Background: an optimization exercise with open tools, aiming at small area, a short achievable clock period and few clock cycles. Do not read the settings as production practice.
Function was checked by simulation only, so behaviour that the tests miss may differ from the original.
Power and IR drop assume default switching activity.

<file path="design/flow/config.mk">
export PLATFORM = sky130hd
export DESIGN_NAME = signed_right_shift_mplier
export DESIGN_NICKNAME = signed_right_shift_mplier
export VERILOG_FILES = /design/flow/design.v
export SDC_FILE = /design/flow/constraint.sdc
export NUM_CORES = 4
export LEC_CHECK = 0
export CAP_MARGIN = 20
export CORE_MARGIN = 2
export CORE_UTILIZATION = 40
export SETUP_SLACK_MARGIN = 2.8
export SLEW_MARGIN = 20
export SYNTH_HIERARCHICAL = 1
</file>
<file path="design/flow/constraint.sdc">
create_clock -name core_clock -period 5.0 [get_ports {clk}]
set_input_delay 1.0000 -clock core_clock [delete_from_list [all_inputs] [get_ports {clk}]]
set_output_delay 1.0000 -clock core_clock [all_outputs]
set_load 0.01 [all_outputs]
</file>
<file path="design/flow/design.v">
module signed_right_shift_mplier #(
    parameter N = 32
)(
    input                 clk,
    input                 rst_n,       
    input    [N-1:0]      mcand,
    input    [N-1:0]      mplier,
    output   [2*N-1:0]    product,
    output                done
);
    reg  [31:0] mc;           
    reg  [31:0] pl;           
    reg  [3:0]  e_one, e_two, e_neg;   
    reg  [32:0] S, C;         
    reg  [7:0]  sl, cl;       
    reg         cin;          
    reg  [31:0] ph;           
    reg  [3:0]  e_onen, e_twon, e_negn;   
    reg         first;        
    reg         firstn;       
    reg  [2:0]  cnt;
    reg         done_r;
    function [11:0] benc(input [8:0] b);
        integer k;
        reg x2, x1, x0;
        begin
            for (k = 0; k < 4; k = k + 1) begin
                x2 = b[2*k+2]; x1 = b[2*k+1]; x0 = b[2*k];
                benc[k]     = x1 ^ x0;                               
                benc[4+k]   = (x2 & ~x1 & ~x0) | (~x2 & x1 & x0);    
                benc[8+k]   = x2;                                    
            end
        end
    endfunction
    wire [11:0] enc_start = benc({mplier[7:0], 1'b0});
    wire [11:0] enc_next  = benc(pl[15:7]);
    wire [32:0] mx  = {mc[31], mc};
    wire [32:0] mx2 = {mc, 1'b0};
    wire [3:0]  one_h = ~e_onen, two_h = ~e_twon, neg_h = ~e_negn;
    wire [32:0] pp0, pp1, pp2, pp3;
    wire [32:0] sel0 = {({16{one_h[0]}} & mx[32:17]) | ({16{two_h[0]}} & mx2[32:17]),
                        ({17{e_one[0]}} & mx[16:0]) | ({17{e_two[0]}} & mx2[16:0])};
    wire [32:0] sel1 = {({16{one_h[1]}} & mx[32:17]) | ({16{two_h[1]}} & mx2[32:17]),
                        ({17{e_one[1]}} & mx[16:0]) | ({17{e_two[1]}} & mx2[16:0])};
    wire [32:0] sel2 = {({16{one_h[2]}} & mx[32:17]) | ({16{two_h[2]}} & mx2[32:17]),
                        ({17{e_one[2]}} & mx[16:0]) | ({17{e_two[2]}} & mx2[16:0])};
    wire [32:0] sel3 = {({16{one_h[3]}} & mx[32:17]) | ({16{two_h[3]}} & mx2[32:17]),
                        ({17{e_one[3]}} & mx[16:0]) | ({17{e_two[3]}} & mx2[16:0])};
    assign pp0 = (sel0 ^ {{16{neg_h[0]}}, {17{e_neg[0]}}}) ^ {1'b1, 32'b0};
    assign pp1 = (sel1 ^ {{16{neg_h[1]}}, {17{e_neg[1]}}}) ^ {1'b1, 32'b0};
    assign pp2 = (sel2 ^ {{16{neg_h[2]}}, {17{e_neg[2]}}}) ^ {1'b1, 32'b0};
    assign pp3 = (sel3 ^ {{16{neg_h[3]}}, {17{e_neg[3]}}}) ^ {1'b1, 32'b0};
    wire [32:0] negs;
    genvar g;
    generate
        for (g = 0; g < 33; g = g + 1) begin : g_negs
            if (g % 2 == 0 && g < 31) begin : g_e
                assign negs[g] = pl[g+1];
            end else begin : g_o
                assign negs[g] = 1'b0;
            end
        end
    endgenerate
    wire        first_h = ~firstn;
    wire [32:0] hs = {first_h ? negs[32:17] : S[32:17], first ? negs[16:0] : S[16:0]};
    wire [32:0] hc = {first_h ? {1'b1, 15'b0} : C[32:17], first ? 17'b0 : C[16:0]};
    wire hs0_ = hs[4] ^ hc[4];
    wire hc0_ = hs[4] & hc[4];
    wire fs0, fc0;
    csa_fa u_fa0 (.a(hs[5]), .b(hc[5]), .c(pp0[5]), .s(fs0), .co(fc0));
    wire fs1, fc1;
    csa_fa u_fa1 (.a(hs[6]), .b(hc[6]), .c(pp0[6]), .s(fs1), .co(fc1));
    wire hs1_ = pp1[4] ^ pp2[2];
    wire hc1_ = pp1[4] & pp2[2];
    wire fs2, fc2;
    csa_fa u_fa2 (.a(hs[7]), .b(hc[7]), .c(pp0[7]), .s(fs2), .co(fc2));
    wire fs3, fc3;
    csa_fa u_fa3 (.a(pp1[5]), .b(pp2[3]), .c(pp3[1]), .s(fs3), .co(fc3));
    wire fs4, fc4;
    csa_fa u_fa4 (.a(hs[8]), .b(hc[8]), .c(pp0[8]), .s(fs4), .co(fc4));
    wire fs5, fc5;
    csa_fa u_fa5 (.a(pp1[6]), .b(pp2[4]), .c(pp3[2]), .s(fs5), .co(fc5));
    wire fs6, fc6;
    csa_fa u_fa6 (.a(hs[9]), .b(hc[9]), .c(pp0[9]), .s(fs6), .co(fc6));
    wire fs7, fc7;
    csa_fa u_fa7 (.a(pp1[7]), .b(pp2[5]), .c(pp3[3]), .s(fs7), .co(fc7));
    wire fs8, fc8;
    csa_fa u_fa8 (.a(hs[10]), .b(hc[10]), .c(pp0[10]), .s(fs8), .co(fc8));
    wire fs9, fc9;
    csa_fa u_fa9 (.a(pp1[8]), .b(pp2[6]), .c(pp3[4]), .s(fs9), .co(fc9));
    wire fs10, fc10;
    csa_fa u_fa10 (.a(hs[11]), .b(hc[11]), .c(pp0[11]), .s(fs10), .co(fc10));
    wire fs11, fc11;
    csa_fa u_fa11 (.a(pp1[9]), .b(pp2[7]), .c(pp3[5]), .s(fs11), .co(fc11));
    wire fs12, fc12;
    csa_fa u_fa12 (.a(hs[12]), .b(hc[12]), .c(pp0[12]), .s(fs12), .co(fc12));
    wire fs13, fc13;
    csa_fa u_fa13 (.a(pp1[10]), .b(pp2[8]), .c(pp3[6]), .s(fs13), .co(fc13));
    wire fs14, fc14;
    csa_fa u_fa14 (.a(hs[13]), .b(hc[13]), .c(pp0[13]), .s(fs14), .co(fc14));
    wire fs15, fc15;
    csa_fa u_fa15 (.a(pp1[11]), .b(pp2[9]), .c(pp3[7]), .s(fs15), .co(fc15));
    wire fs16, fc16;
    csa_fa u_fa16 (.a(hs[14]), .b(hc[14]), .c(pp0[14]), .s(fs16), .co(fc16));
    wire fs17, fc17;
    csa_fa u_fa17 (.a(pp1[12]), .b(pp2[10]), .c(pp3[8]), .s(fs17), .co(fc17));
    wire fs18, fc18;
    csa_fa u_fa18 (.a(hs[15]), .b(hc[15]), .c(pp0[15]), .s(fs18), .co(fc18));
    wire fs19, fc19;
    csa_fa u_fa19 (.a(pp1[13]), .b(pp2[11]), .c(pp3[9]), .s(fs19), .co(fc19));
    wire fs20, fc20;
    csa_fa u_fa20 (.a(hs[16]), .b(hc[16]), .c(pp0[16]), .s(fs20), .co(fc20));
    wire fs21, fc21;
    csa_fa u_fa21 (.a(pp1[14]), .b(pp2[12]), .c(pp3[10]), .s(fs21), .co(fc21));
    wire fs22, fc22;
    csa_fa u_fa22 (.a(hs[17]), .b(hc[17]), .c(pp0[17]), .s(fs22), .co(fc22));
    wire fs23, fc23;
    csa_fa u_fa23 (.a(pp1[15]), .b(pp2[13]), .c(pp3[11]), .s(fs23), .co(fc23));
    wire fs24, fc24;
    csa_fa u_fa24 (.a(hs[18]), .b(hc[18]), .c(pp0[18]), .s(fs24), .co(fc24));
    wire fs25, fc25;
    csa_fa u_fa25 (.a(pp1[16]), .b(pp2[14]), .c(pp3[12]), .s(fs25), .co(fc25));
    wire fs26, fc26;
    csa_fa u_fa26 (.a(hs[19]), .b(hc[19]), .c(pp0[19]), .s(fs26), .co(fc26));
    wire fs27, fc27;
    csa_fa u_fa27 (.a(pp1[17]), .b(pp2[15]), .c(pp3[13]), .s(fs27), .co(fc27));
    wire fs28, fc28;
    csa_fa u_fa28 (.a(hs[20]), .b(hc[20]), .c(pp0[20]), .s(fs28), .co(fc28));
    wire fs29, fc29;
    csa_fa u_fa29 (.a(pp1[18]), .b(pp2[16]), .c(pp3[14]), .s(fs29), .co(fc29));
    wire fs30, fc30;
    csa_fa u_fa30 (.a(hs[21]), .b(hc[21]), .c(pp0[21]), .s(fs30), .co(fc30));
    wire fs31, fc31;
    csa_fa u_fa31 (.a(pp1[19]), .b(pp2[17]), .c(pp3[15]), .s(fs31), .co(fc31));
    wire fs32, fc32;
    csa_fa u_fa32 (.a(hs[22]), .b(hc[22]), .c(pp0[22]), .s(fs32), .co(fc32));
    wire fs33, fc33;
    csa_fa u_fa33 (.a(pp1[20]), .b(pp2[18]), .c(pp3[16]), .s(fs33), .co(fc33));
    wire fs34, fc34;
    csa_fa u_fa34 (.a(hs[23]), .b(hc[23]), .c(pp0[23]), .s(fs34), .co(fc34));
    wire fs35, fc35;
    csa_fa u_fa35 (.a(pp1[21]), .b(pp2[19]), .c(pp3[17]), .s(fs35), .co(fc35));
    wire fs36, fc36;
    csa_fa u_fa36 (.a(hs[24]), .b(hc[24]), .c(pp0[24]), .s(fs36), .co(fc36));
    wire fs37, fc37;
    csa_fa u_fa37 (.a(pp1[22]), .b(pp2[20]), .c(pp3[18]), .s(fs37), .co(fc37));
    wire fs38, fc38;
    csa_fa u_fa38 (.a(hs[25]), .b(hc[25]), .c(pp0[25]), .s(fs38), .co(fc38));
    wire fs39, fc39;
    csa_fa u_fa39 (.a(pp1[23]), .b(pp2[21]), .c(pp3[19]), .s(fs39), .co(fc39));
    wire fs40, fc40;
    csa_fa u_fa40 (.a(hs[26]), .b(hc[26]), .c(pp0[26]), .s(fs40), .co(fc40));
    wire fs41, fc41;
    csa_fa u_fa41 (.a(pp1[24]), .b(pp2[22]), .c(pp3[20]), .s(fs41), .co(fc41));
    wire fs42, fc42;
    csa_fa u_fa42 (.a(hs[27]), .b(hc[27]), .c(pp0[27]), .s(fs42), .co(fc42));
    wire fs43, fc43;
    csa_fa u_fa43 (.a(pp1[25]), .b(pp2[23]), .c(pp3[21]), .s(fs43), .co(fc43));
    wire fs44, fc44;
    csa_fa u_fa44 (.a(hs[28]), .b(hc[28]), .c(pp0[28]), .s(fs44), .co(fc44));
    wire fs45, fc45;
    csa_fa u_fa45 (.a(pp1[26]), .b(pp2[24]), .c(pp3[22]), .s(fs45), .co(fc45));
    wire fs46, fc46;
    csa_fa u_fa46 (.a(hs[29]), .b(hc[29]), .c(pp0[29]), .s(fs46), .co(fc46));
    wire fs47, fc47;
    csa_fa u_fa47 (.a(pp1[27]), .b(pp2[25]), .c(pp3[23]), .s(fs47), .co(fc47));
    wire fs48, fc48;
    csa_fa u_fa48 (.a(hs[30]), .b(hc[30]), .c(pp0[30]), .s(fs48), .co(fc48));
    wire fs49, fc49;
    csa_fa u_fa49 (.a(pp1[28]), .b(pp2[26]), .c(pp3[24]), .s(fs49), .co(fc49));
    wire fs50, fc50;
    csa_fa u_fa50 (.a(hs[31]), .b(hc[31]), .c(pp0[31]), .s(fs50), .co(fc50));
    wire fs51, fc51;
    csa_fa u_fa51 (.a(pp1[29]), .b(pp2[27]), .c(pp3[25]), .s(fs51), .co(fc51));
    wire fs52, fc52;
    csa_fa u_fa52 (.a(hs[32]), .b(hc[32]), .c(pp0[32]), .s(fs52), .co(fc52));
    wire fs53, fc53;
    csa_fa u_fa53 (.a(pp1[30]), .b(pp2[28]), .c(pp3[26]), .s(fs53), .co(fc53));
    wire fs54 = ~(pp1[31] ^ pp2[29]);
    wire fc54 = pp1[31] | pp2[29];
    wire hs2_ = hs[2] ^ hc[2];
    wire hc2_ = hs[2] & hc[2];
    wire fs55, fc55;
    csa_fa u_fa55 (.a(hs[3]), .b(hc[3]), .c(pp0[3]), .s(fs55), .co(fc55));
    wire fs56, fc56;
    csa_fa u_fa56 (.a(hs0_), .b(pp0[4]), .c(pp1[2]), .s(fs56), .co(fc56));
    wire fs57, fc57;
    csa_fa u_fa57 (.a(hc0_), .b(pp1[3]), .c(pp2[1]), .s(fs57), .co(fc57));
    wire fs58, fc58;
    csa_fa u_fa58 (.a(pp3[0]), .b(hs1_), .c(fc0), .s(fs58), .co(fc58));
    wire fs59, fc59;
    csa_fa u_fa59 (.a(hc1_), .b(fc1), .c(fs2), .s(fs59), .co(fc59));
    wire fs60, fc60;
    csa_fa u_fa60 (.a(fc2), .b(fc3), .c(fs4), .s(fs60), .co(fc60));
    wire fs61, fc61;
    csa_fa u_fa61 (.a(fc4), .b(fc5), .c(fs6), .s(fs61), .co(fc61));
    wire fs62, fc62;
    csa_fa u_fa62 (.a(fc6), .b(fc7), .c(fs8), .s(fs62), .co(fc62));
    wire fs63, fc63;
    csa_fa u_fa63 (.a(fc8), .b(fc9), .c(fs10), .s(fs63), .co(fc63));
    wire fs64, fc64;
    csa_fa u_fa64 (.a(fc10), .b(fc11), .c(fs12), .s(fs64), .co(fc64));
    wire fs65, fc65;
    csa_fa u_fa65 (.a(fc12), .b(fc13), .c(fs14), .s(fs65), .co(fc65));
    wire fs66, fc66;
    csa_fa u_fa66 (.a(fc14), .b(fc15), .c(fs16), .s(fs66), .co(fc66));
    wire fs67, fc67;
    csa_fa u_fa67 (.a(fc16), .b(fc17), .c(fs18), .s(fs67), .co(fc67));
    wire fs68, fc68;
    csa_fa u_fa68 (.a(fc18), .b(fc19), .c(fs20), .s(fs68), .co(fc68));
    wire fs69, fc69;
    csa_fa u_fa69 (.a(fc20), .b(fc21), .c(fs22), .s(fs69), .co(fc69));
    wire fs70, fc70;
    csa_fa u_fa70 (.a(fc22), .b(fc23), .c(fs24), .s(fs70), .co(fc70));
    wire fs71, fc71;
    csa_fa u_fa71 (.a(fc24), .b(fc25), .c(fs26), .s(fs71), .co(fc71));
    wire fs72, fc72;
    csa_fa u_fa72 (.a(fc26), .b(fc27), .c(fs28), .s(fs72), .co(fc72));
    wire fs73, fc73;
    csa_fa u_fa73 (.a(fc28), .b(fc29), .c(fs30), .s(fs73), .co(fc73));
    wire fs74, fc74;
    csa_fa u_fa74 (.a(fc30), .b(fc31), .c(fs32), .s(fs74), .co(fc74));
    wire fs75, fc75;
    csa_fa u_fa75 (.a(fc32), .b(fc33), .c(fs34), .s(fs75), .co(fc75));
    wire fs76, fc76;
    csa_fa u_fa76 (.a(fc34), .b(fc35), .c(fs36), .s(fs76), .co(fc76));
    wire fs77, fc77;
    csa_fa u_fa77 (.a(fc36), .b(fc37), .c(fs38), .s(fs77), .co(fc77));
    wire fs78, fc78;
    csa_fa u_fa78 (.a(fc38), .b(fc39), .c(fs40), .s(fs78), .co(fc78));
    wire fs79, fc79;
    csa_fa u_fa79 (.a(fc40), .b(fc41), .c(fs42), .s(fs79), .co(fc79));
    wire fs80, fc80;
    csa_fa u_fa80 (.a(fc42), .b(fc43), .c(fs44), .s(fs80), .co(fc80));
    wire fs81, fc81;
    csa_fa u_fa81 (.a(fc44), .b(fc45), .c(fs46), .s(fs81), .co(fc81));
    wire fs82, fc82;
    csa_fa u_fa82 (.a(fc46), .b(fc47), .c(fs48), .s(fs82), .co(fc82));
    wire fs83, fc83;
    csa_fa u_fa83 (.a(fc48), .b(fc49), .c(fs50), .s(fs83), .co(fc83));
    wire fs84, fc84;
    csa_fa u_fa84 (.a(fc50), .b(fc51), .c(fs52), .s(fs84), .co(fc84));
    wire fs85, fc85;
    csa_fa u_fa85 (.a(pp3[27]), .b(fc52), .c(fc53), .s(fs85), .co(fc85));
    wire fs86, fc86;
    csa_fa u_fa86 (.a(pp1[32]), .b(pp2[30]), .c(pp3[28]), .s(fs86), .co(fc86));
    wire hs3_ = 1'b1 ^ pp2[31];
    wire hc3_ = 1'b1 & pp2[31];
    wire fs87, fc87;
    csa_fa u_fa87 (.a(hs[0]), .b(hc[0]), .c(pp0[0]), .s(fs87), .co(fc87));
    wire fs88, fc88;
    csa_fa u_fa88 (.a(hs[1]), .b(hc[1]), .c(pp0[1]), .s(fs88), .co(fc88));
    wire fs89, fc89;
    csa_fa u_fa89 (.a(hs2_), .b(pp0[2]), .c(pp1[0]), .s(fs89), .co(fc89));
    wire fs90, fc90;
    csa_fa u_fa90 (.a(hc2_), .b(pp1[1]), .c(fs55), .s(fs90), .co(fc90));
    wire fs91, fc91;
    csa_fa u_fa91 (.a(pp2[0]), .b(fc55), .c(fs56), .s(fs91), .co(fc91));
    wire fs92, fc92;
    csa_fa u_fa92 (.a(fc56), .b(fs0), .c(fs57), .s(fs92), .co(fc92));
    wire fs93, fc93;
    csa_fa u_fa93 (.a(fc57), .b(fs1), .c(fs58), .s(fs93), .co(fc93));
    wire fs94, fc94;
    csa_fa u_fa94 (.a(fs3), .b(fc58), .c(fs59), .s(fs94), .co(fc94));
    wire fs95, fc95;
    csa_fa u_fa95 (.a(fs5), .b(fc59), .c(fs60), .s(fs95), .co(fc95));
    wire fs96, fc96;
    csa_fa u_fa96 (.a(fs7), .b(fc60), .c(fs61), .s(fs96), .co(fc96));
    wire fs97, fc97;
    csa_fa u_fa97 (.a(fs9), .b(fc61), .c(fs62), .s(fs97), .co(fc97));
    wire fs98, fc98;
    csa_fa u_fa98 (.a(fs11), .b(fc62), .c(fs63), .s(fs98), .co(fc98));
    wire fs99, fc99;
    csa_fa u_fa99 (.a(fs13), .b(fc63), .c(fs64), .s(fs99), .co(fc99));
    wire fs100, fc100;
    csa_fa u_fa100 (.a(fs15), .b(fc64), .c(fs65), .s(fs100), .co(fc100));
    wire fs101, fc101;
    csa_fa u_fa101 (.a(fs17), .b(fc65), .c(fs66), .s(fs101), .co(fc101));
    wire fs102, fc102;
    csa_fa u_fa102 (.a(fs19), .b(fc66), .c(fs67), .s(fs102), .co(fc102));
    wire fs103, fc103;
    csa_fa u_fa103 (.a(fs21), .b(fc67), .c(fs68), .s(fs103), .co(fc103));
    wire fs104, fc104;
    csa_fa u_fa104 (.a(fs23), .b(fc68), .c(fs69), .s(fs104), .co(fc104));
    wire fs105, fc105;
    csa_fa u_fa105 (.a(fs25), .b(fc69), .c(fs70), .s(fs105), .co(fc105));
    wire fs106, fc106;
    csa_fa u_fa106 (.a(fs27), .b(fc70), .c(fs71), .s(fs106), .co(fc106));
    wire fs107, fc107;
    csa_fa u_fa107 (.a(fs29), .b(fc71), .c(fs72), .s(fs107), .co(fc107));
    wire fs108, fc108;
    csa_fa u_fa108 (.a(fs31), .b(fc72), .c(fs73), .s(fs108), .co(fc108));
    wire fs109, fc109;
    csa_fa u_fa109 (.a(fs33), .b(fc73), .c(fs74), .s(fs109), .co(fc109));
    wire fs110, fc110;
    csa_fa u_fa110 (.a(fs35), .b(fc74), .c(fs75), .s(fs110), .co(fc110));
    wire fs111, fc111;
    csa_fa u_fa111 (.a(fs37), .b(fc75), .c(fs76), .s(fs111), .co(fc111));
    wire fs112, fc112;
    csa_fa u_fa112 (.a(fs39), .b(fc76), .c(fs77), .s(fs112), .co(fc112));
    wire fs113, fc113;
    csa_fa u_fa113 (.a(fs41), .b(fc77), .c(fs78), .s(fs113), .co(fc113));
    wire fs114, fc114;
    csa_fa u_fa114 (.a(fs43), .b(fc78), .c(fs79), .s(fs114), .co(fc114));
    wire fs115, fc115;
    csa_fa u_fa115 (.a(fs45), .b(fc79), .c(fs80), .s(fs115), .co(fc115));
    wire fs116, fc116;
    csa_fa u_fa116 (.a(fs47), .b(fc80), .c(fs81), .s(fs116), .co(fc116));
    wire fs117, fc117;
    csa_fa u_fa117 (.a(fs49), .b(fc81), .c(fs82), .s(fs117), .co(fc117));
    wire fs118, fc118;
    csa_fa u_fa118 (.a(fs51), .b(fc82), .c(fs83), .s(fs118), .co(fc118));
    wire fs119, fc119;
    csa_fa u_fa119 (.a(fs53), .b(fc83), .c(fs84), .s(fs119), .co(fc119));
    wire fs120, fc120;
    csa_fa u_fa120 (.a(fs54), .b(fs85), .c(fc84), .s(fs120), .co(fc120));
    wire fs121, fc121;
    csa_fa u_fa121 (.a(fc54), .b(fs86), .c(fc85), .s(fs121), .co(fc121));
    wire fs122, fc122;
    csa_fa u_fa122 (.a(pp3[29]), .b(hs3_), .c(fc86), .s(fs122), .co(fc122));
    wire fs123, fc123;
    csa_fa u_fa123 (.a(pp2[32]), .b(pp3[30]), .c(hc3_), .s(fs123), .co(fc123));
    wire hs4_ = 1'b1 ^ pp3[31];
    wire hc4_ = 1'b1 & pp3[31];
    wire [40:0] cs_s = {1'b0, 1'b1, pp3[32], hs4_, fs123, fs122, fs121, fs120, fs119, fs118, fs117, fs116, fs115, fs114, fs113, fs112, fs111, fs110, fs109, fs108, fs107, fs106, fs105, fs104, fs103, fs102, fs101, fs100, fs99, fs98, fs97, fs96, fs95, fs94, fs93, fs92, fs91, fs90, fs89, fs88, fs87};
    wire [40:0] cs_c = {1'b0, 1'b0, hc4_, fc123, fc122, fc121, fc120, fc119, fc118, fc117, fc116, fc115, fc114, fc113, fc112, fc111, fc110, fc109, fc108, fc107, fc106, fc105, fc104, fc103, fc102, fc101, fc100, fc99, fc98, fc97, fc96, fc95, fc94, fc93, fc92, fc91, fc90, fc89, fc88, fc87, 1'b0};
    wire [39:0] fa_a = {S[31:0], sl};
    wire [39:0] fa_b = {C[31:0], cl[7:1], cin};
    wire [39:0] pg_g = fa_a & fa_b;
    wire [39:0] pg_p = fa_a ^ fa_b;
    wire sk_g0_1;
    pfx_gray u_sk0 (.gh(pg_g[1]), .ph(pg_p[1]), .gl(pg_g[0]), .g(sk_g0_1));
    wire sk_g0_3, sk_p0_3;
    pfx_black u_sk1 (.gh(pg_g[3]), .ph(pg_p[3]), .gl(pg_g[2]), .pl(pg_p[2]), .g(sk_g0_3), .p(sk_p0_3));
    wire sk_g0_5, sk_p0_5;
    pfx_black u_sk2 (.gh(pg_g[5]), .ph(pg_p[5]), .gl(pg_g[4]), .pl(pg_p[4]), .g(sk_g0_5), .p(sk_p0_5));
    wire sk_g0_7, sk_p0_7;
    pfx_black u_sk3 (.gh(pg_g[7]), .ph(pg_p[7]), .gl(pg_g[6]), .pl(pg_p[6]), .g(sk_g0_7), .p(sk_p0_7));
    wire sk_g0_9, sk_p0_9;
    pfx_black u_sk4 (.gh(pg_g[9]), .ph(pg_p[9]), .gl(pg_g[8]), .pl(pg_p[8]), .g(sk_g0_9), .p(sk_p0_9));
    wire sk_g0_11, sk_p0_11;
    pfx_black u_sk5 (.gh(pg_g[11]), .ph(pg_p[11]), .gl(pg_g[10]), .pl(pg_p[10]), .g(sk_g0_11), .p(sk_p0_11));
    wire sk_g0_13, sk_p0_13;
    pfx_black u_sk6 (.gh(pg_g[13]), .ph(pg_p[13]), .gl(pg_g[12]), .pl(pg_p[12]), .g(sk_g0_13), .p(sk_p0_13));
    wire sk_g0_15, sk_p0_15;
    pfx_black u_sk7 (.gh(pg_g[15]), .ph(pg_p[15]), .gl(pg_g[14]), .pl(pg_p[14]), .g(sk_g0_15), .p(sk_p0_15));
    wire sk_g0_17, sk_p0_17;
    pfx_black u_sk8 (.gh(pg_g[17]), .ph(pg_p[17]), .gl(pg_g[16]), .pl(pg_p[16]), .g(sk_g0_17), .p(sk_p0_17));
    wire sk_g0_19, sk_p0_19;
    pfx_black u_sk9 (.gh(pg_g[19]), .ph(pg_p[19]), .gl(pg_g[18]), .pl(pg_p[18]), .g(sk_g0_19), .p(sk_p0_19));
    wire sk_g0_21, sk_p0_21;
    pfx_black u_sk10 (.gh(pg_g[21]), .ph(pg_p[21]), .gl(pg_g[20]), .pl(pg_p[20]), .g(sk_g0_21), .p(sk_p0_21));
    wire sk_g0_23, sk_p0_23;
    pfx_black u_sk11 (.gh(pg_g[23]), .ph(pg_p[23]), .gl(pg_g[22]), .pl(pg_p[22]), .g(sk_g0_23), .p(sk_p0_23));
    wire sk_g0_25, sk_p0_25;
    pfx_black u_sk12 (.gh(pg_g[25]), .ph(pg_p[25]), .gl(pg_g[24]), .pl(pg_p[24]), .g(sk_g0_25), .p(sk_p0_25));
    wire sk_g0_27, sk_p0_27;
    pfx_black u_sk13 (.gh(pg_g[27]), .ph(pg_p[27]), .gl(pg_g[26]), .pl(pg_p[26]), .g(sk_g0_27), .p(sk_p0_27));
    wire sk_g0_29, sk_p0_29;
    pfx_black u_sk14 (.gh(pg_g[29]), .ph(pg_p[29]), .gl(pg_g[28]), .pl(pg_p[28]), .g(sk_g0_29), .p(sk_p0_29));
    wire sk_g0_31, sk_p0_31;
    pfx_black u_sk15 (.gh(pg_g[31]), .ph(pg_p[31]), .gl(pg_g[30]), .pl(pg_p[30]), .g(sk_g0_31), .p(sk_p0_31));
    wire sk_g0_33, sk_p0_33;
    pfx_black u_sk16 (.gh(pg_g[33]), .ph(pg_p[33]), .gl(pg_g[32]), .pl(pg_p[32]), .g(sk_g0_33), .p(sk_p0_33));
    wire sk_g0_35, sk_p0_35;
    pfx_black u_sk17 (.gh(pg_g[35]), .ph(pg_p[35]), .gl(pg_g[34]), .pl(pg_p[34]), .g(sk_g0_35), .p(sk_p0_35));
    wire sk_g0_37, sk_p0_37;
    pfx_black u_sk18 (.gh(pg_g[37]), .ph(pg_p[37]), .gl(pg_g[36]), .pl(pg_p[36]), .g(sk_g0_37), .p(sk_p0_37));
    wire sk_g0_39, sk_p0_39;
    pfx_black u_sk19 (.gh(pg_g[39]), .ph(pg_p[39]), .gl(pg_g[38]), .pl(pg_p[38]), .g(sk_g0_39), .p(sk_p0_39));
    wire sk_g1_2;
    pfx_gray u_sk20 (.gh(pg_g[2]), .ph(pg_p[2]), .gl(sk_g0_1), .g(sk_g1_2));
    wire sk_g1_3;
    pfx_gray u_sk21 (.gh(sk_g0_3), .ph(sk_p0_3), .gl(sk_g0_1), .g(sk_g1_3));
    wire sk_g1_6, sk_p1_6;
    pfx_black u_sk22 (.gh(pg_g[6]), .ph(pg_p[6]), .gl(sk_g0_5), .pl(sk_p0_5), .g(sk_g1_6), .p(sk_p1_6));
    wire sk_g1_7, sk_p1_7;
    pfx_black u_sk23 (.gh(sk_g0_7), .ph(sk_p0_7), .gl(sk_g0_5), .pl(sk_p0_5), .g(sk_g1_7), .p(sk_p1_7));
    wire sk_g1_10, sk_p1_10;
    pfx_black u_sk24 (.gh(pg_g[10]), .ph(pg_p[10]), .gl(sk_g0_9), .pl(sk_p0_9), .g(sk_g1_10), .p(sk_p1_10));
    wire sk_g1_11, sk_p1_11;
    pfx_black u_sk25 (.gh(sk_g0_11), .ph(sk_p0_11), .gl(sk_g0_9), .pl(sk_p0_9), .g(sk_g1_11), .p(sk_p1_11));
    wire sk_g1_14, sk_p1_14;
    pfx_black u_sk26 (.gh(pg_g[14]), .ph(pg_p[14]), .gl(sk_g0_13), .pl(sk_p0_13), .g(sk_g1_14), .p(sk_p1_14));
    wire sk_g1_15, sk_p1_15;
    pfx_black u_sk27 (.gh(sk_g0_15), .ph(sk_p0_15), .gl(sk_g0_13), .pl(sk_p0_13), .g(sk_g1_15), .p(sk_p1_15));
    wire sk_g1_18, sk_p1_18;
    pfx_black u_sk28 (.gh(pg_g[18]), .ph(pg_p[18]), .gl(sk_g0_17), .pl(sk_p0_17), .g(sk_g1_18), .p(sk_p1_18));
    wire sk_g1_19, sk_p1_19;
    pfx_black u_sk29 (.gh(sk_g0_19), .ph(sk_p0_19), .gl(sk_g0_17), .pl(sk_p0_17), .g(sk_g1_19), .p(sk_p1_19));
    wire sk_g1_22, sk_p1_22;
    pfx_black u_sk30 (.gh(pg_g[22]), .ph(pg_p[22]), .gl(sk_g0_21), .pl(sk_p0_21), .g(sk_g1_22), .p(sk_p1_22));
    wire sk_g1_23, sk_p1_23;
    pfx_black u_sk31 (.gh(sk_g0_23), .ph(sk_p0_23), .gl(sk_g0_21), .pl(sk_p0_21), .g(sk_g1_23), .p(sk_p1_23));
    wire sk_g1_26, sk_p1_26;
    pfx_black u_sk32 (.gh(pg_g[26]), .ph(pg_p[26]), .gl(sk_g0_25), .pl(sk_p0_25), .g(sk_g1_26), .p(sk_p1_26));
    wire sk_g1_27, sk_p1_27;
    pfx_black u_sk33 (.gh(sk_g0_27), .ph(sk_p0_27), .gl(sk_g0_25), .pl(sk_p0_25), .g(sk_g1_27), .p(sk_p1_27));
    wire sk_g1_30, sk_p1_30;
    pfx_black u_sk34 (.gh(pg_g[30]), .ph(pg_p[30]), .gl(sk_g0_29), .pl(sk_p0_29), .g(sk_g1_30), .p(sk_p1_30));
    wire sk_g1_31, sk_p1_31;
    pfx_black u_sk35 (.gh(sk_g0_31), .ph(sk_p0_31), .gl(sk_g0_29), .pl(sk_p0_29), .g(sk_g1_31), .p(sk_p1_31));
    wire sk_g1_34, sk_p1_34;
    pfx_black u_sk36 (.gh(pg_g[34]), .ph(pg_p[34]), .gl(sk_g0_33), .pl(sk_p0_33), .g(sk_g1_34), .p(sk_p1_34));
    wire sk_g1_35, sk_p1_35;
    pfx_black u_sk37 (.gh(sk_g0_35), .ph(sk_p0_35), .gl(sk_g0_33), .pl(sk_p0_33), .g(sk_g1_35), .p(sk_p1_35));
    wire sk_g1_38, sk_p1_38;
    pfx_black u_sk38 (.gh(pg_g[38]), .ph(pg_p[38]), .gl(sk_g0_37), .pl(sk_p0_37), .g(sk_g1_38), .p(sk_p1_38));
    wire sk_g1_39, sk_p1_39;
    pfx_black u_sk39 (.gh(sk_g0_39), .ph(sk_p0_39), .gl(sk_g0_37), .pl(sk_p0_37), .g(sk_g1_39), .p(sk_p1_39));
    wire sk_g2_4;
    pfx_gray u_sk40 (.gh(pg_g[4]), .ph(pg_p[4]), .gl(sk_g1_3), .g(sk_g2_4));
    wire sk_g2_5;
    pfx_gray u_sk41 (.gh(sk_g0_5), .ph(sk_p0_5), .gl(sk_g1_3), .g(sk_g2_5));
    wire sk_g2_6;
    pfx_gray u_sk42 (.gh(sk_g1_6), .ph(sk_p1_6), .gl(sk_g1_3), .g(sk_g2_6));
    wire sk_g2_7;
    pfx_gray u_sk43 (.gh(sk_g1_7), .ph(sk_p1_7), .gl(sk_g1_3), .g(sk_g2_7));
    wire sk_g2_12, sk_p2_12;
    pfx_black u_sk44 (.gh(pg_g[12]), .ph(pg_p[12]), .gl(sk_g1_11), .pl(sk_p1_11), .g(sk_g2_12), .p(sk_p2_12));
    wire sk_g2_13, sk_p2_13;
    pfx_black u_sk45 (.gh(sk_g0_13), .ph(sk_p0_13), .gl(sk_g1_11), .pl(sk_p1_11), .g(sk_g2_13), .p(sk_p2_13));
    wire sk_g2_14, sk_p2_14;
    pfx_black u_sk46 (.gh(sk_g1_14), .ph(sk_p1_14), .gl(sk_g1_11), .pl(sk_p1_11), .g(sk_g2_14), .p(sk_p2_14));
    wire sk_g2_15, sk_p2_15;
    pfx_black u_sk47 (.gh(sk_g1_15), .ph(sk_p1_15), .gl(sk_g1_11), .pl(sk_p1_11), .g(sk_g2_15), .p(sk_p2_15));
    wire sk_g2_20, sk_p2_20;
    pfx_black u_sk48 (.gh(pg_g[20]), .ph(pg_p[20]), .gl(sk_g1_19), .pl(sk_p1_19), .g(sk_g2_20), .p(sk_p2_20));
    wire sk_g2_21, sk_p2_21;
    pfx_black u_sk49 (.gh(sk_g0_21), .ph(sk_p0_21), .gl(sk_g1_19), .pl(sk_p1_19), .g(sk_g2_21), .p(sk_p2_21));
    wire sk_g2_22, sk_p2_22;
    pfx_black u_sk50 (.gh(sk_g1_22), .ph(sk_p1_22), .gl(sk_g1_19), .pl(sk_p1_19), .g(sk_g2_22), .p(sk_p2_22));
    wire sk_g2_23, sk_p2_23;
    pfx_black u_sk51 (.gh(sk_g1_23), .ph(sk_p1_23), .gl(sk_g1_19), .pl(sk_p1_19), .g(sk_g2_23), .p(sk_p2_23));
    wire sk_g2_28, sk_p2_28;
    pfx_black u_sk52 (.gh(pg_g[28]), .ph(pg_p[28]), .gl(sk_g1_27), .pl(sk_p1_27), .g(sk_g2_28), .p(sk_p2_28));
    wire sk_g2_29, sk_p2_29;
    pfx_black u_sk53 (.gh(sk_g0_29), .ph(sk_p0_29), .gl(sk_g1_27), .pl(sk_p1_27), .g(sk_g2_29), .p(sk_p2_29));
    wire sk_g2_30, sk_p2_30;
    pfx_black u_sk54 (.gh(sk_g1_30), .ph(sk_p1_30), .gl(sk_g1_27), .pl(sk_p1_27), .g(sk_g2_30), .p(sk_p2_30));
    wire sk_g2_31, sk_p2_31;
    pfx_black u_sk55 (.gh(sk_g1_31), .ph(sk_p1_31), .gl(sk_g1_27), .pl(sk_p1_27), .g(sk_g2_31), .p(sk_p2_31));
    wire sk_g2_36, sk_p2_36;
    pfx_black u_sk56 (.gh(pg_g[36]), .ph(pg_p[36]), .gl(sk_g1_35), .pl(sk_p1_35), .g(sk_g2_36), .p(sk_p2_36));
    wire sk_g2_37, sk_p2_37;
    pfx_black u_sk57 (.gh(sk_g0_37), .ph(sk_p0_37), .gl(sk_g1_35), .pl(sk_p1_35), .g(sk_g2_37), .p(sk_p2_37));
    wire sk_g2_38, sk_p2_38;
    pfx_black u_sk58 (.gh(sk_g1_38), .ph(sk_p1_38), .gl(sk_g1_35), .pl(sk_p1_35), .g(sk_g2_38), .p(sk_p2_38));
    wire sk_g2_39, sk_p2_39;
    pfx_black u_sk59 (.gh(sk_g1_39), .ph(sk_p1_39), .gl(sk_g1_35), .pl(sk_p1_35), .g(sk_g2_39), .p(sk_p2_39));
    wire sk_g3_8;
    pfx_gray u_sk60 (.gh(pg_g[8]), .ph(pg_p[8]), .gl(sk_g2_7), .g(sk_g3_8));
    wire sk_g3_9;
    pfx_gray u_sk61 (.gh(sk_g0_9), .ph(sk_p0_9), .gl(sk_g2_7), .g(sk_g3_9));
    wire sk_g3_10;
    pfx_gray u_sk62 (.gh(sk_g1_10), .ph(sk_p1_10), .gl(sk_g2_7), .g(sk_g3_10));
    wire sk_g3_11;
    pfx_gray u_sk63 (.gh(sk_g1_11), .ph(sk_p1_11), .gl(sk_g2_7), .g(sk_g3_11));
    wire sk_g3_12;
    pfx_gray u_sk64 (.gh(sk_g2_12), .ph(sk_p2_12), .gl(sk_g2_7), .g(sk_g3_12));
    wire sk_g3_13;
    pfx_gray u_sk65 (.gh(sk_g2_13), .ph(sk_p2_13), .gl(sk_g2_7), .g(sk_g3_13));
    wire sk_g3_14;
    pfx_gray u_sk66 (.gh(sk_g2_14), .ph(sk_p2_14), .gl(sk_g2_7), .g(sk_g3_14));
    wire sk_g3_15;
    pfx_gray u_sk67 (.gh(sk_g2_15), .ph(sk_p2_15), .gl(sk_g2_7), .g(sk_g3_15));
    wire sk_g3_24, sk_p3_24;
    pfx_black u_sk68 (.gh(pg_g[24]), .ph(pg_p[24]), .gl(sk_g2_23), .pl(sk_p2_23), .g(sk_g3_24), .p(sk_p3_24));
    wire sk_g3_25, sk_p3_25;
    pfx_black u_sk69 (.gh(sk_g0_25), .ph(sk_p0_25), .gl(sk_g2_23), .pl(sk_p2_23), .g(sk_g3_25), .p(sk_p3_25));
    wire sk_g3_26, sk_p3_26;
    pfx_black u_sk70 (.gh(sk_g1_26), .ph(sk_p1_26), .gl(sk_g2_23), .pl(sk_p2_23), .g(sk_g3_26), .p(sk_p3_26));
    wire sk_g3_27, sk_p3_27;
    pfx_black u_sk71 (.gh(sk_g1_27), .ph(sk_p1_27), .gl(sk_g2_23), .pl(sk_p2_23), .g(sk_g3_27), .p(sk_p3_27));
    wire sk_g3_28, sk_p3_28;
    pfx_black u_sk72 (.gh(sk_g2_28), .ph(sk_p2_28), .gl(sk_g2_23), .pl(sk_p2_23), .g(sk_g3_28), .p(sk_p3_28));
    wire sk_g3_29, sk_p3_29;
    pfx_black u_sk73 (.gh(sk_g2_29), .ph(sk_p2_29), .gl(sk_g2_23), .pl(sk_p2_23), .g(sk_g3_29), .p(sk_p3_29));
    wire sk_g3_30, sk_p3_30;
    pfx_black u_sk74 (.gh(sk_g2_30), .ph(sk_p2_30), .gl(sk_g2_23), .pl(sk_p2_23), .g(sk_g3_30), .p(sk_p3_30));
    wire sk_g3_31, sk_p3_31;
    pfx_black u_sk75 (.gh(sk_g2_31), .ph(sk_p2_31), .gl(sk_g2_23), .pl(sk_p2_23), .g(sk_g3_31), .p(sk_p3_31));
    wire sk_g4_16;
    pfx_gray u_sk76 (.gh(pg_g[16]), .ph(pg_p[16]), .gl(sk_g3_15), .g(sk_g4_16));
    wire sk_g4_17;
    pfx_gray u_sk77 (.gh(sk_g0_17), .ph(sk_p0_17), .gl(sk_g3_15), .g(sk_g4_17));
    wire sk_g4_18;
    pfx_gray u_sk78 (.gh(sk_g1_18), .ph(sk_p1_18), .gl(sk_g3_15), .g(sk_g4_18));
    wire sk_g4_19;
    pfx_gray u_sk79 (.gh(sk_g1_19), .ph(sk_p1_19), .gl(sk_g3_15), .g(sk_g4_19));
    wire sk_g4_20;
    pfx_gray u_sk80 (.gh(sk_g2_20), .ph(sk_p2_20), .gl(sk_g3_15), .g(sk_g4_20));
    wire sk_g4_21;
    pfx_gray u_sk81 (.gh(sk_g2_21), .ph(sk_p2_21), .gl(sk_g3_15), .g(sk_g4_21));
    wire sk_g4_22;
    pfx_gray u_sk82 (.gh(sk_g2_22), .ph(sk_p2_22), .gl(sk_g3_15), .g(sk_g4_22));
    wire sk_g4_23;
    pfx_gray u_sk83 (.gh(sk_g2_23), .ph(sk_p2_23), .gl(sk_g3_15), .g(sk_g4_23));
    wire sk_g4_24;
    pfx_gray u_sk84 (.gh(sk_g3_24), .ph(sk_p3_24), .gl(sk_g3_15), .g(sk_g4_24));
    wire sk_g4_25;
    pfx_gray u_sk85 (.gh(sk_g3_25), .ph(sk_p3_25), .gl(sk_g3_15), .g(sk_g4_25));
    wire sk_g4_26;
    pfx_gray u_sk86 (.gh(sk_g3_26), .ph(sk_p3_26), .gl(sk_g3_15), .g(sk_g4_26));
    wire sk_g4_27;
    pfx_gray u_sk87 (.gh(sk_g3_27), .ph(sk_p3_27), .gl(sk_g3_15), .g(sk_g4_27));
    wire sk_g4_28;
    pfx_gray u_sk88 (.gh(sk_g3_28), .ph(sk_p3_28), .gl(sk_g3_15), .g(sk_g4_28));
    wire sk_g4_29;
    pfx_gray u_sk89 (.gh(sk_g3_29), .ph(sk_p3_29), .gl(sk_g3_15), .g(sk_g4_29));
    wire sk_g4_30;
    pfx_gray u_sk90 (.gh(sk_g3_30), .ph(sk_p3_30), .gl(sk_g3_15), .g(sk_g4_30));
    wire sk_g4_31;
    pfx_gray u_sk91 (.gh(sk_g3_31), .ph(sk_p3_31), .gl(sk_g3_15), .g(sk_g4_31));
    wire sk_g5_32;
    pfx_gray u_sk92 (.gh(pg_g[32]), .ph(pg_p[32]), .gl(sk_g4_31), .g(sk_g5_32));
    wire sk_g5_33;
    pfx_gray u_sk93 (.gh(sk_g0_33), .ph(sk_p0_33), .gl(sk_g4_31), .g(sk_g5_33));
    wire sk_g5_34;
    pfx_gray u_sk94 (.gh(sk_g1_34), .ph(sk_p1_34), .gl(sk_g4_31), .g(sk_g5_34));
    wire sk_g5_35;
    pfx_gray u_sk95 (.gh(sk_g1_35), .ph(sk_p1_35), .gl(sk_g4_31), .g(sk_g5_35));
    wire sk_g5_36;
    pfx_gray u_sk96 (.gh(sk_g2_36), .ph(sk_p2_36), .gl(sk_g4_31), .g(sk_g5_36));
    wire sk_g5_37;
    pfx_gray u_sk97 (.gh(sk_g2_37), .ph(sk_p2_37), .gl(sk_g4_31), .g(sk_g5_37));
    wire sk_g5_38;
    pfx_gray u_sk98 (.gh(sk_g2_38), .ph(sk_p2_38), .gl(sk_g4_31), .g(sk_g5_38));
    wire sk_g5_39;
    pfx_gray u_sk99 (.gh(sk_g2_39), .ph(sk_p2_39), .gl(sk_g4_31), .g(sk_g5_39));
    wire [39:0] fsum;
    assign fsum[0] = pg_p[0];
    assign fsum[1] = pg_p[1] ^ pg_g[0];
    assign fsum[2] = pg_p[2] ^ sk_g0_1;
    assign fsum[3] = pg_p[3] ^ sk_g1_2;
    assign fsum[4] = pg_p[4] ^ sk_g1_3;
    assign fsum[5] = pg_p[5] ^ sk_g2_4;
    assign fsum[6] = pg_p[6] ^ sk_g2_5;
    assign fsum[7] = pg_p[7] ^ sk_g2_6;
    assign fsum[8] = pg_p[8] ^ sk_g2_7;
    assign fsum[9] = pg_p[9] ^ sk_g3_8;
    assign fsum[10] = pg_p[10] ^ sk_g3_9;
    assign fsum[11] = pg_p[11] ^ sk_g3_10;
    assign fsum[12] = pg_p[12] ^ sk_g3_11;
    assign fsum[13] = pg_p[13] ^ sk_g3_12;
    assign fsum[14] = pg_p[14] ^ sk_g3_13;
    assign fsum[15] = pg_p[15] ^ sk_g3_14;
    assign fsum[16] = pg_p[16] ^ sk_g3_15;
    assign fsum[17] = pg_p[17] ^ sk_g4_16;
    assign fsum[18] = pg_p[18] ^ sk_g4_17;
    assign fsum[19] = pg_p[19] ^ sk_g4_18;
    assign fsum[20] = pg_p[20] ^ sk_g4_19;
    assign fsum[21] = pg_p[21] ^ sk_g4_20;
    assign fsum[22] = pg_p[22] ^ sk_g4_21;
    assign fsum[23] = pg_p[23] ^ sk_g4_22;
    assign fsum[24] = pg_p[24] ^ sk_g4_23;
    assign fsum[25] = pg_p[25] ^ sk_g4_24;
    assign fsum[26] = pg_p[26] ^ sk_g4_25;
    assign fsum[27] = pg_p[27] ^ sk_g4_26;
    assign fsum[28] = pg_p[28] ^ sk_g4_27;
    assign fsum[29] = pg_p[29] ^ sk_g4_28;
    assign fsum[30] = pg_p[30] ^ sk_g4_29;
    assign fsum[31] = pg_p[31] ^ sk_g4_30;
    assign fsum[32] = pg_p[32] ^ sk_g4_31;
    assign fsum[33] = pg_p[33] ^ sk_g5_32;
    assign fsum[34] = pg_p[34] ^ sk_g5_33;
    assign fsum[35] = pg_p[35] ^ sk_g5_34;
    assign fsum[36] = pg_p[36] ^ sk_g5_35;
    assign fsum[37] = pg_p[37] ^ sk_g5_36;
    assign fsum[38] = pg_p[38] ^ sk_g5_37;
    assign fsum[39] = pg_p[39] ^ sk_g5_38;
    wire cout = sk_g2_7;
    always @(posedge clk) begin
        first  <= ~rst_n;
        firstn <= rst_n;
        if (!rst_n) begin
            mc    <= mcand;
            pl    <= mplier;
            e_one <= enc_start[3:0];
            e_two <= enc_start[7:4];
            e_neg <= enc_start[11:8];
            e_onen <= ~enc_start[3:0];
            e_twon <= ~enc_start[7:4];
            e_negn <= ~enc_start[11:8];
            cnt   <= 3'd0;
            done_r <= 1'b0;
        end else begin
            pl    <= {fsum[7:0], pl[31:8]};
            e_one <= enc_next[3:0];
            e_two <= enc_next[7:4];
            e_neg <= enc_next[11:8];
            e_onen <= ~enc_next[3:0];
            e_twon <= ~enc_next[7:4];
            e_negn <= ~enc_next[11:8];
            cnt   <= cnt + 3'd1;
            done_r <= (cnt == 3'd4);
        end
        S   <= cs_s[40:8];
        C   <= cs_c[40:8];
        sl  <= cs_s[7:0];
        cl  <= cs_c[7:0];
        cin <= first ? 1'b0 : cout;
        ph  <= fsum[39:8];
    end
    assign product = {ph, pl};
    assign done    = done_r;
endmodule
module pfx_black (
    input  gh,
    input  ph,
    input  gl,
    input  pl,
    output g,
    output p
);
    assign g = gh | (ph & gl);
    assign p = ph & pl;
endmodule
module pfx_gray (
    input  gh,
    input  ph,
    input  gl,
    output g
);
    assign g = gh | (ph & gl);
endmodule
module csa_fa (
    input  a,
    input  b,
    input  c,
    output s,
    output co
);
    wire t;
    csa_xor u_x (.a(a), .b(b), .y(t));
    assign s  = t ^ c;
    assign co = (a & b) | (a & c) | (b & c);
endmodule
module csa_xor (
    input  a,
    input  b,
    output y
);
    assign y = a ^ b;
endmodule
</file>
<file path="design/flow/flow/run.sh">
#!/bin/bash
# Standard ORFS layout, but with small buffers on the ports instead of the
# delay cells buffer_ports picks by default.  Each tool's output is logged
# by ORFS under orfs/logs; make's own output goes to flow_make.log.
set -euo pipefail
export BUFFER_PORTS_ARGS="-buffer_cell sky130_fd_sc_hd__buf_1"
bash standard.sh > flow_make.log 2>&1
</file>
<file path="design/flow/standard.sh">
#!/bin/bash
# synth_recipe.tcl (not shown) runs the flow's synth.tcl, then flattens the netlist and writes it again
# the make line also repeats each setting of config.mk as NAME=value (left out here)
make -C /OpenROAD-flow-scripts/flow DESIGN_CONFIG=/design/flow/config.mk WORK_HOME=/design/flow/orfs CLKGATE_MAP_FILE= SYNTH_SCRIPT=/design/flow/synth_recipe.tcl "${@:-finish}"
</file>
==> results by group, run 1 <==
Power
  • Seq pwr share: roughly 24%
  • Pwr/cell area: about 800 mW/mm2
  • Tot Pwr: ~13 mW
  • Switching share of total power: a little over two fifths
  • Int Pwr: ~7.1 mW
  • Leakage power: approximately 6.6 nW
  • Clock network power share: between 10% and 20%
  • Combinational power share: between 60 and 70%
  • Sw Pwr: ~5.5 mW
  • VDD IR-drop max: around 350 uV

Logic synthesis
  • Synth Area in Adders: between 10 and 15%
  • Average cell area after synthesis: 10.18 um2
  • Ys Warns: 7
  • Seq/Total Area, Yosys: around a third
  • Synth Register Bits: 200
  • Xor/xnor share of the synthesized area: 27.40%
  • Largest family of logic cells by synthesized area: XOR/XNOR gates
  • Simple-gate portion of the synthesized area: roughly 6.4%
  • Post-synthesis mux area share: 3.207%
  • Cell variety after synth: 37
  • Synth Area in Compound Gates: between 10% and 20%
  • Synthesized area: ~0.014 mm2
  • Synth Instances: approximately 1.3k

Die
  • Row cnt: 67
  • Core Footprint: roughly 0.034 mm2
  • Top-level I/O count: about 130
  • Starting Density: 40.60%
  • Die ar.: 0.03553 mm2
  • Die width: between 150 and 200 um
  • Die Ht: about 190 um

Clock network
  • TritonCTS Buffers: 17
  • Worst skew pair latency: 0.46 ns
  • # H-tree levels: 4
  • Clock sink count: 200
  • Clock Path Buffers: 2
  • # hold bufs at CTS: 0
  • CTS tree: done
  • Clk slew on worst S/H paths: around 0.080 ns
  • CTS root buffer: clkbuf_16

Critical path
  • CP dominant cell by count: maj3_2
  • Top cell family by delay on the critical path: adder cells
  • Slowest-stage cell, CP: edfxtp_1
  • Worst endpoint data arrival time: 2.52 ns
  • Crit-path max FO: 5
  • Critical path required time: ~5.3 ns
  • CP peak stage delay: a little under 0.5 ns
  • Setup CP Type: reg2reg
  • Cell Chain, Critical Path: inv_1 -> o22ai_1 -> xnor2_2 -> maj3_2 -> xor2_1 -> xor2_2 -> maj3_2
  • Crit. End Element: flop
  • Bufs and invs on worst path: 1
  • CP Launch Type: flop

Route
  • DRC: 0
  • Pre-Repair DR Iteration Count: 5
  • Routed len/inst: 17.79 um
  • Vias per cell: 5.125
  • Initial DRC count: 602
  • Final antenna-violating net count: 0
  • DRT Wirelength: 34030 um
  • DR vias: just under 10k

Finish
  • Filler cells: between 3k and 4k
  • Commonest cells after routing, fill and taps aside: xor2_1 (276), xnor2_1 (133), dfxtp_1 (130)
  • Commonest non-fill, non-tap cell in the layout: xor2_1
  • NumNets Final: ~1.6k
  • Syn-to-layout area delta: 15.31%
  • Layout cell share with drive strength beyond 1: between 20% and 30%

Timing
  • Final worst path period share: between 40% and 50%
  • F_max: between 400 and 500 MHz
  • Setup TNS: 0 ns
  • Final Max Tran Viols: 0
  • RSZ-0062 raised after global routing: yes
  • Worst clock skew: around 0.013 ns
  • Crit path time final: 2.181 ns
  • Slew headroom: a little under half
  • Fin. Hold Viols: 0
  • Final setup viols: 0
  • Final worst setup slack: 2.819 ns
  • Worst Tran Pin Value: ~0.79 ns

Placed design
  • DP HPWL: 25150 um
  • # port buffers: 130
  • Post-Place Worst Slack: between 2 and 2.5 ns
  • GPL Wtd Cong: approximately 0.83

GRT
  • Global-route wire length before repair: 52970 um
  • Vias in the first global route: about 9.5k
  • Total track usage: between 10% and 20%
  • Initial antenna violation count: 0
  • Pin count of the biggest net entering global routing: 65
  • GRT overflow: 0

Flow run
  • Max-cap violations: 0

Worst hold path
  • Worst hold path type: reg2reg

Outcome
  • Status: no timing/DRC/antenna violations
[per-module statistics from Yosys, one instance, submodules excluded]
module,times used,cell area (um2),flip-flops and latches,cells
csa_fa,123,20.02,0,2
signed_right_shift_mplier,1,8992,200,815
pfx_gray,38,7.507,0,1
csa_xor,123,8.758,0,1
pfx_black,58,13.76,0,2
[logic make-up (layout without fill, tap and decap cells)]
logic type               Yosys count  after routing
AO/OA/AOI/OAI                    250            250
XOR/XNOR                         426            426
adder cells (fa/ha/maj)          168            168
buffers and inverters            105            228
flip-flops                       200            200
multiplexers                      39             39
other                              1              5
AND/OR/NAND/NOR                  149            149
[routing by layer]
layer	vias up	GRT usage (%)	routed length (um)
met5	-	0	0
met4	0	6.130	646
met3	32	3.353	1471
met2	237	29.10	14950
met1	4714	27.25	16970
li1	4821	-	-
[power groups by stage]
stage | sequential, mW | clock [mW] | combinational (mW)
after CTS | 3.03 | 1.49 | 7.85
after global routing | 3.15 | 1.55 | 9.02
after detailed placement | 3.06 | 0 | 7.56
after global placement | 3.07 | 0 | 7.41
after floorplan | 2.76 | 0 | 6.33
final | 3.08 | 1.44 | 8.12
[synthesized netlist by cell type]
master | instances | share of area [%]
buf_6 | 4 | 0.33
inv_1 | 27 | 0.74
nand2b_1 | 2 | 0.092
a21o_1 | 97 | 5.3
maj3_2 | 123 | 10
mux2i_1 | 2 | 0.15
nor2_1 | 10 | 0.28
nand3b_1 | 2 | 0.11
and3_1 | 1 | 0.046
a211oi_1 | 2 | 0.11
clkbuf_1 | 11 | 0.30
a22oi_1 | 64 | 3.5
edfxtp_1 | 32 | 7.1
nor3b_2 | 1 | 0.092
o21ai_0 | 7 | 0.26
o21a_1 | 7 | 0.39
o221ai_1 | 1 | 0.064
xor2_1 | 284 | 18
o31a_1 | 1 | 0.064
nand4b_1 | 1 | 0.064
xnor2_1 | 142 | 9.1
nand2_1 | 20 | 0.55
conb_1 | 1 | 0.028
and2_1 | 81 | 3.7
nor2b_1 | 28 | 1.3
or3b_1 | 1 | 0.064
nand3_2 | 1 | 0.074
mux2_2 | 37 | 3.1
buf_2 | 33 | 1.2
buf_4 | 11 | 0.61
a211o_1 | 1 | 0.064
nand2b_2 | 1 | 0.064
dfxtp_1 | 168 | 25
a21oi_1 | 9 | 0.33
ha_1 | 45 | 4.1
clkbuf_2 | 19 | 0.70
o22ai_1 | 61 | 2.8
[worst paths after layout]
path | cells after the start | slack (ns) | startpoint | to
worst min register to register | 1 | 0.44 | cnt[0] | cnt[0]
worst max register to register | 7 | 2.82 | mc[31] | C[25]
worst min-delay path | 1 | 0.44 | cnt[0] | cnt[0]
worst max-delay path | 7 | 2.82 | mc[31] | C[25]
[state kept, by name, summed over array words and instances, names as in the netlist]
| name | count |
|---|---|
| C | 31 |
| S | 31 |
| cin | 1 |
| cl | 7 |
| cnt | 3 |
| done_r | 1 |
| e_neg | 3 |
| e_negn | 4 |
| e_one | 4 |
| e_onen | 4 |
| e_two | 4 |
| e_twon | 4 |
| first | 1 |
| firstn | 1 |
| mc | 32 |
| ph | 32 |
| pl | 29 |
| sl | 8 |
[cell type report]
cell class | count | area, um2 | area share [%]
Antenna cell | 1 | 2.502 | 0.01594
Clock inverter | 14 | 177.7 | 1.132
Inverter | 27 | 105.1 | 0.6694
Multi-Input combinational cell | 1036 | 9125 | 58.12
Clock buffer | 18 | 450.4 | 2.869
Timing Repair Buffer | 169 | 869.6 | 5.539
Sequential cell | 200 | 4409 | 28.08
Tap cell | 448 | 560.5 | 3.570
[metrics by stage]
step           cell area (um2)  hold WS, ns  std cells  utilization, %
2_1_floorplan            13640       0.4019       1341               -
3_3_place_gp             14290       0.4138       1845           42.61
3_5_place_dp             14290       0.4307       1845           42.61
4_1_cts                  15170       0.4492       1891           45.25
5_1_grt                  15700       0.4620       1912           46.81
6_report                 15700       0.4384       1913           46.82
[what timing repair did]
action                     4_1_cts  5_1_grt
setup endpoints to repair       97       61
gates resized for setup         54       67
setup buffers                   13       20
gates cloned                     1        1
pin swaps                       10        9
Testbench counts, summed over its fixed seeds: cycles 48,000.
==> inputs of run 2 (changes only) <==
--- a/design/flow/config.mk
+++ b/design/flow/config.mk
@@ -9,4 +9,5 @@
 export CORE_MARGIN = 2
 export CORE_UTILIZATION = 40
+export CTS_CLUSTER_SIZE = 40
 export SETUP_SLACK_MARGIN = 2.8
 export SLEW_MARGIN = 20
==> results by group, run 2 <==
Critical path
  • CP Launch Type: flop
  • R2r setup slk: 2.82 ns (about the same)
  • R2r startpoint: mc[31]
  • CP peak stage delay: 0.49 ns (about the same)
  • Setup CP Type: reg2reg
  • Crit. End Element: flop
  • Worst endpoint data arrival time: 2.52 ns (about the same)
  • Cell Chain, Critical Path: inv_1 -> o22ai_1 -> xnor2_2 -> maj3_2 -> xor2_1 -> xor2_2 -> maj3_2
  • Crit-path max FO: 5 (unchanged)
  • CP dominant cell by count: maj3_2
  • Slowest-stage cell, CP: edfxtp_1
  • Reg2Reg Depth: 7 (unchanged)
  • Worst R2R End: C[25]
  • Critical path required time: 5.34 ns (about the same)

Timing
  • Fin. Hold Viols: 0 (unchanged)
  • Hold Slack: 0.4384 ns (unchanged)
  • Final Max Tran Viols: 0 (unchanged)
  • Final setup viols: 0 (unchanged)
  • Crit path time final: 2.181 ns (unchanged)
  • Slew headroom: 47.10% (unchanged)
  • Final worst path period share: 43.61% (unchanged)
  • Worst clock skew: 0.01259 ns (unchanged)
  • Worst Tran Pin Value: 0.7918 ns (unchanged)
  • Setup TNS: 0 ns (unchanged)
  • RSZ-0062 raised after global routing: yes
  • F_max: 458.6 MHz (unchanged)

Logic synthesis
  • FFs w/ async S/R, synth: 0% (unchanged)
  • Cell variety after synth: 37 (unchanged)
  • Synth Register Bits: 200 (unchanged)
  • Most frequent cell after synthesis: xor2_1
  • Top-area cell type share of the netlist area: 24.70% (unchanged)
  • Synth Flop Type: dfxtp_1
  • Seq/Total Area, Yosys: 31.76% (unchanged)
  • Synthesized area: 0.01362 mm2 (unchanged)
  • Average cell area after synthesis: 10.18 um2 (unchanged)
  • Synth area leader: dfxtp_1
  • Ys Warns: 7 (unchanged)
  • Ranking of synthesized cells by area: dfxtp_1 (25%), xor2_1 (18%), maj3_2 (10%)
  • Synth Instances: 1338 (unchanged)
  • Post-synth EDFFs: 32 (unchanged)
  • Top post-synthesis cells by count: xor2_1 (284), dfxtp_1 (168), xnor2_1 (142)

GRT
  • Vias in the first global route: 9540 (unchanged)
  • Global-route wire length before repair: 52970 um (unchanged)
  • Met2 usage: 29.10% (unchanged)
  • GRT overflow: 0 (unchanged)
  • Pin count of the biggest net entering global routing: 65 (unchanged)
  • Routing usage on met1: 27.25% (unchanged)
  • Initial antenna violation count: 0 (unchanged)
  • GR Util met3: 3.353% (unchanged)
  • Layer with the highest usage: met2
  • Total track usage: 19.08% (unchanged)

Route
  • DRC: 0 (unchanged)
  • DR vias: 9804 (unchanged)
  • DRT Wirelength: 34030 um (unchanged)
  • Pre-Repair DR Iteration Count: 5 (unchanged)
  • Initial DRC count: 602 (unchanged)
  • Vias per cell: 5.125 (unchanged)
  • Final antenna-violating net count: 0 (unchanged)
  • Routed len/inst: 17.79 um (unchanged)

Placed design
  • GPL Wtd Cong: 0.8285 (unchanged)
  • DP HPWL: 25150 um (unchanged)
  • # port buffers: 130 (unchanged)

Die
  • Die ar.: 0.03553 mm2 (unchanged)
  • Row cnt: 67 (unchanged)
  • Die Ht: 188.5 um (unchanged)
  • Top-level I/O count: 131 (unchanged)
  • Core Footprint: 0.03353 mm2 (unchanged)
  • Die width: 188.5 um (unchanged)
  • Starting Density: 40.60% (unchanged)

Finish
  • NumNets Final: 1562 (unchanged)
  • Largest registers: mc (32), ph (32)
  • Commonest non-fill, non-tap cell in the layout: xor2_1
  • Utilization after layout: 46.82% (unchanged)
  • Commonest cells after routing, fill and taps aside: xor2_1 (276), xnor2_1 (133), dfxtp_1 (130)
  • Layout cell share with drive strength beyond 1: 22.40% (unchanged)
  • Syn-to-layout area delta: 15.31% (unchanged)

Clock network
  • CTS tree: done
  • TritonCTS Buffers: 17 (unchanged)
  • Clock Path Buffers: 2 (unchanged)
  • CTS root buffer: clkbuf_16
  • # hold bufs at CTS: 0 (unchanged)
  • Worst skew pair latency: 0.46 ns (about the same)
  • # H-tree levels: 4 (unchanged)
  • Clock sink count: 200 (unchanged)
  • Clk slew on worst S/H paths: 0.08 ns (about the same)

Outcome
  • Status: no timing/DRC/antenna violations

Worst hold path
  • Worst hold path type: reg2reg
  • Hold path endpoint: cnt[0]
  • Hold_sp: cnt[0]
  • Hold Path Stages: 1 (unchanged)

Power
  • Combinational power share: 64.2% (about the same)
  • Pwr/cell area: 805.0 mW/mm2 (unchanged)
  • Sw Pwr: 5.503 mW (unchanged)
  • Clock network power share: 11.4% (about the same)
  • Int Pwr: 7.135 mW (unchanged)
  • VDD IR-drop max: 353.7 uV (unchanged)
  • Leakage power: 6.618 nW (unchanged)
  • Switching share of total power: 43.55% (unchanged)
  • Seq pwr share: 24.4% (about the same)

Flow run
  • Max-cap violations: 0 (unchanged)
run 2: cell counts in the layout (fill, tap and decap cells not counted):
Identical to the previous run, type by type.
run 2: worst max-delay path by stage:
stage	endpoint	from	cells after the start
after floorplan	ph[28]	cl[1]	8
after global placement	ph[29]	cl[1]	8
after detailed placement	ph[29]	cl[1]	8
after CTS	product[5]	e_neg[2]	1
after global routing	C[25]	mc[31]	7
final	C[25]	mc[31]	7
run 2: kinds of logic (layout without fill, tap and decap cells):
group	after synthesis	after routing	share of synthesized area, %
AO/OA/AOI/OAI	250	250	12.96
buffers and inverters	105	228	3.896
adder cells (fa/ha/maj)	168	168	14.31
flip-flops	200	200	31.76
other	1	5	0.02754
multiplexers	39	39	3.207
XOR/XNOR	426	426	27.40
AND/OR/NAND/NOR	149	149	6.442
run 2: power groups by stage:
stage                     Combinational (mW)  Sequential, mW  Clock, mW
final                                   8.12            3.08       1.44
after global routing                    9.02            3.15       1.55
after CTS                               7.85            3.03       1.49
after detailed placement                7.56            3.06          0
after global placement                  7.41            3.07          0
after floorplan                         6.33            2.76          0
run 2: per-module statistics from Yosys (local to each module, per instance):
module,times used,flip-flops and latches,cells inside,cell area [um2]
csa_fa,123,0,2,20.02
csa_xor,123,0,1,8.758
pfx_gray,38,0,1,7.507
signed_right_shift_mplier,1,200,815,8992
pfx_black,58,0,2,13.76
run 2: final cells by class:
class | count | area (um2)
antenna | 1 | 2.502
clock buffer | 18 | 450.4
clock inverter | 14 | 177.7
fill | 3225 | 17830
inverter | 27 | 105.1
multi-input combinational | 1036 | 9125
sequential | 200 | 4409
tap | 448 | 560.5
timing repair buffer | 169 | 869.6
run 2: routing by layer:
layer	routed length, um	part of all wire (%)
met2	14950	44
met4	646	1.9
met5	0	0
met1	16970	50
met3	1471	4.3
run 2: critical path, delay by kind of cell, from the launching register on:
kind            cells  cell delay [ns]
buf+inv             1             0.15
compound gates      1             0.28
flops               1             0.49
fa+ha+maj           2             0.65
xor+xnor            3             0.49
run 2: what timing repair did:
item	4_1_cts	5_1_grt
buffers inserted	13	20
endpoints found under the setup margin	97	61
pin swaps	10	9
cloned	1	1
gates resized for setup	54	67
run 2: stage by stage:
stage          area, um2  worst slack, ns  power [mW]  cells
3_3_place_gp       14290            2.426       10.48   1845
4_1_cts            15170            2.720       12.37   1891
3_5_place_dp       14290            2.428       10.62   1845
6_report           15700            2.819       12.64   1913
5_1_grt            15700            2.733       13.72   1912
2_1_floorplan      13640            2.809       9.089   1341

-- port drivers added, routing unchanged --
The flow's constraints put no driver on any port. The routed layouts listed below were extracted and timed again, unchanged, in two steps.
Step 1 sets driving cells, clkbuf_16 on the clock port and buf_2 on the other inputs (assumed; they add their load-dependent delay and slew).
Step 2 also shifts input and output timing later by t, the mid clock arrival at the registers, as if the neighbouring blocks saw the same clock.
Three values: no drivers, after step 1, after step 2; two values: the first two.
run | t (ns) | slack for setup (ns) | clock arrival spread, ns
run 1 | 0.498 | 2.819 / 2.805 / 2.588 | 0.012 / 0.013
run 2 | 0.498 | 2.819 / 2.805 / 2.588 | 0.012 / 0.013
After both steps every run listed still meets setup and hold.
